This design comes from an exercise in tuning for small area on the open sky130 flow, not from production work.
RTL that was checked went through simulation tests only; none was proved equivalent to the original.
Power and IR drop assume default switching activity.

## main
==> flow/design.v (excerpt) <==
module ALU_sync (
  input  wire        clk,
  input  wire [15:0] A, B,
  input  wire [3:0]  ALU_FUN,
  output reg  [15:0] ALU_OUT,
  output reg         Carry_flag,
  output reg         Arith_flag,
  output reg         Logic_flag,
  output reg         CMP_flag,
  output reg         Shift_flag
);
clock: 35.0 ns
lec_check: 0
abc_area: 1
cap_margin: 20
core_margin: 2
core_utilization: 40
setup_slack_margin: -0.8
slew_margin: 20
standard.sh (not shown) runs the stock make flow with config.mk's settings and CLKGATE_MAP_FILE= SYNTH_SCRIPT=/design/flow/synth_recipe.tcl, a recipe that flattens the netlist after the stock synthesis.
==> flow/flow/run.sh <==
#!/bin/bash
# The standard layout with two changes:
# - ABC's area script maps for area only (flow/abc_area.script);
# - the port buffers are the platform's smallest plain buffer.
# ORFS reads its scripts from a copy in this folder that differs from the
# installed one only in abc_area.script.
set -euo pipefail
here=$(pwd)
rm -rf "$here/orfs_scripts"
cp -r "$FLOW_HOME/scripts" "$here/orfs_scripts"
cp "$here/flow/abc_area.script" "$here/orfs_scripts/abc_area.script"
export BUFFER_PORTS_ARGS="-buffer_cell sky130_fd_sc_hd__buf_1"
bash standard.sh "SCRIPTS_DIR=$here/orfs_scripts" \
  "BUFFER_PORTS_ARGS=-buffer_cell sky130_fd_sc_hd__buf_1" finish > standard.log 2>&1
==> flow/flow/abc_area.script <==
strash
dch
map -a
topo
stime -c
buffer -c
upsize -c
dnsize -c
--- input diff main..the feature branch ---
--- a/flow/design.v
+++ b/flow/design.v
@@ -31,69 +31,33 @@
   assign bz[6] = ~|B[15:10];
   assign bz[7] = ~|B[15:9];
   assign bz[8] = ~|B[15:8];
   assign bz[9] = ~|B[15:7];
   assign bz[10] = ~|B[15:6];
   assign bz[11] = ~|B[15:5];
   assign bz[12] = ~|B[15:4];
   assign bz[13] = ~|B[15:3];
   assign bz[14] = ~|B[15:2];
   assign bz[15] = ~|B[15:1];
   wire bnz = |B;
-  wire [1:0] ta = A[15:14];
-  wire [1:0] tb = B[1:0];
-  wire tdiv = bz[14] & (tb != 2'd0);
-  wire [1:0] tq = tdiv ? ta / tb : 2'd0;
-  wire [1:0] tr = tdiv ? ta % tb : ta;
-  wire [1:0] tm = A[1:0] * B[15:14];
-  wire [1:0] o14 = op_mul ? tm : (op_div ? tr : ta);
-  wire q15 = tq[1];
-  wire q14 = tq[0];
-  wire [2:0] x13, y13, s13;
-  wire c13, q13;
-  assign x13 = {o14, A[13] & fresh_en};
-  assign y13 = op_mul ? (A[2:0] & {3{B[13]}}) : ~B[2:0];
-  wire [2:0] p13 = x13 ^ y13;
-  wire [2:0] g13;
-  assign g13[0] = (x13[0] & y13[0]) | (~op_mul & p13[0]);
-  assign g13[2:1] = x13[2:1] & y13[2:1];
-  wire G13_0 = g13[1] | (p13[1] & g13[0]);
-  wire G13_1 = g13[2] | (p13[2] & G13_0);
-  assign s13[0] = p13[0] ^ ~op_mul;
-  assign s13[1] = p13[1] ^ g13[0];
-  assign s13[2] = p13[2] ^ G13_0;
-  assign c13 = G13_1;
-  assign q13 = c13 & bz[13];
-  wire sel13 = op_mul | (op_div & q13);
-  wire [2:0] o13 = sel13 ? s13 : x13;
-  wire [3:0] x12, y12, s12;
-  wire c12, q12;
-  assign x12 = {o13, A[12] & fresh_en};
-  assign y12 = op_mul ? (A[3:0] & {4{B[12]}}) : ~B[3:0];
-  wire [3:0] p12 = x12 ^ y12;
-  wire [3:0] g12;
-  assign g12[0] = (x12[0] & y12[0]) | (~op_mul & p12[0]);
-  assign g12[3:1] = x12[3:1] & y12[3:1];
-  wire G12_0 = g12[1] | (p12[1] & g12[0]);
-  wire G12_1 = g12[3] | (p12[3] & g12[2]);
-  wire P12_1 = p12[3] & p12[2];
-  wire G12_2 = g12[2] | (p12[2] & G12_0);
-  wire G12_3 = G12_1 | (P12_1 & G12_0);
-  assign s12[0] = p12[0] ^ ~op_mul;
-  assign s12[1] = p12[1] ^ g12[0];
-  assign s12[2] = p12[2] ^ G12_0;
-  assign s12[3] = p12[3] ^ G12_2;
-  assign c12 = G12_3;
-  assign q12 = c12 & bz[12];
-  wire sel12 = op_mul | (op_div & q12);
-  wire [3:0] o12 = sel12 ? s12 : x12;
+  wire [3:0] ta = A[15:12];
+  wire [3:0] tb = B[3:0];
+  wire tdiv = bz[12] & (tb != 4'd0);
+  wire [3:0] tq = tdiv ? ta / tb : 4'd0;
+  wire [3:0] tr = tdiv ? ta % tb : ta;
+  wire [3:0] tm = A[3:0] * B[15:12];
+  wire [3:0] o12 = op_mul ? tm : (op_div ? tr : ta);
+  wire q15 = tq[3];
+  wire q14 = tq[2];
+  wire q13 = tq[1];
+  wire q12 = tq[0];
   wire [4:0] x11, y11, s11;
   wire c11, q11;
   assign x11 = {o12, A[11] & fresh_en};
   assign y11 = op_mul ? (A[4:0] & {5{B[11]}}) : ~B[4:0];
   wire [4:0] p11 = x11 ^ y11;
   wire [4:0] g11;
   assign g11[0] = (x11[0] & y11[0]) | (~op_mul & p11[0]);
   assign g11[4:1] = x11[4:1] & y11[4:1];
   wire G11_0 = g11[1] | (p11[1] & g11[0]);
   wire G11_1 = g11[3] | (p11[3] & g11[2]);
   wire P11_1 = p11[3] & p11[2];
## What came out
- The run showing the greater cell area reported after detailed placement is the feature branch.
- [the feature branch] initial antenna violation count rose 1 relative to main
- Die area | the feature branch > main
- The final layouts of the feature branch and main pass the timing, DRC and antenna checks.
- Net count after synthesis (lower): main
- The feature branch vs main: met2 usage down
- Summary of the feature branch over main: total global routing track utilization went down; routed metal-1 wire length went down; power went up.
For the feature branch, only the layout was checked, not whether the RTL still works.

afterwards: timing with drivers on the ports:
Ports are ideal in the flow. The routed layouts listed here were re-timed in OpenROAD. Step 1 sets driving cells, clkbuf_16 on the clock port and buf_2 on the other inputs (assumed; they add their load-dependent delay and slew). Step 2 moves the port delays by t, midway between the first and last clock arrival at a register: inputs arrive t later, outputs are due t later. That takes back most of the time a late clock gives input paths. Slacks: ideal ports / drivers / drivers and shift; pairs: ideal ports / drivers.
run | t, ns | setup WS [ns] | worst hold slack (ns) | clock arrival spread, ns
main | 0.291 | 1.708 / 1.718 / 1.427 | 7.027 / 7.032 / 7.323 | 0.008 / 0.008
the feature branch | 0.287 | 1.504 / 1.511 / 1.224 | 7.036 / 7.027 / 7.314 | 0.006 / 0.006
After both steps setup and hold are still met in every run listed. The setup slack of main, which loses most, moves by +0.010 ns with the drivers and by -0.281 ns with both steps.
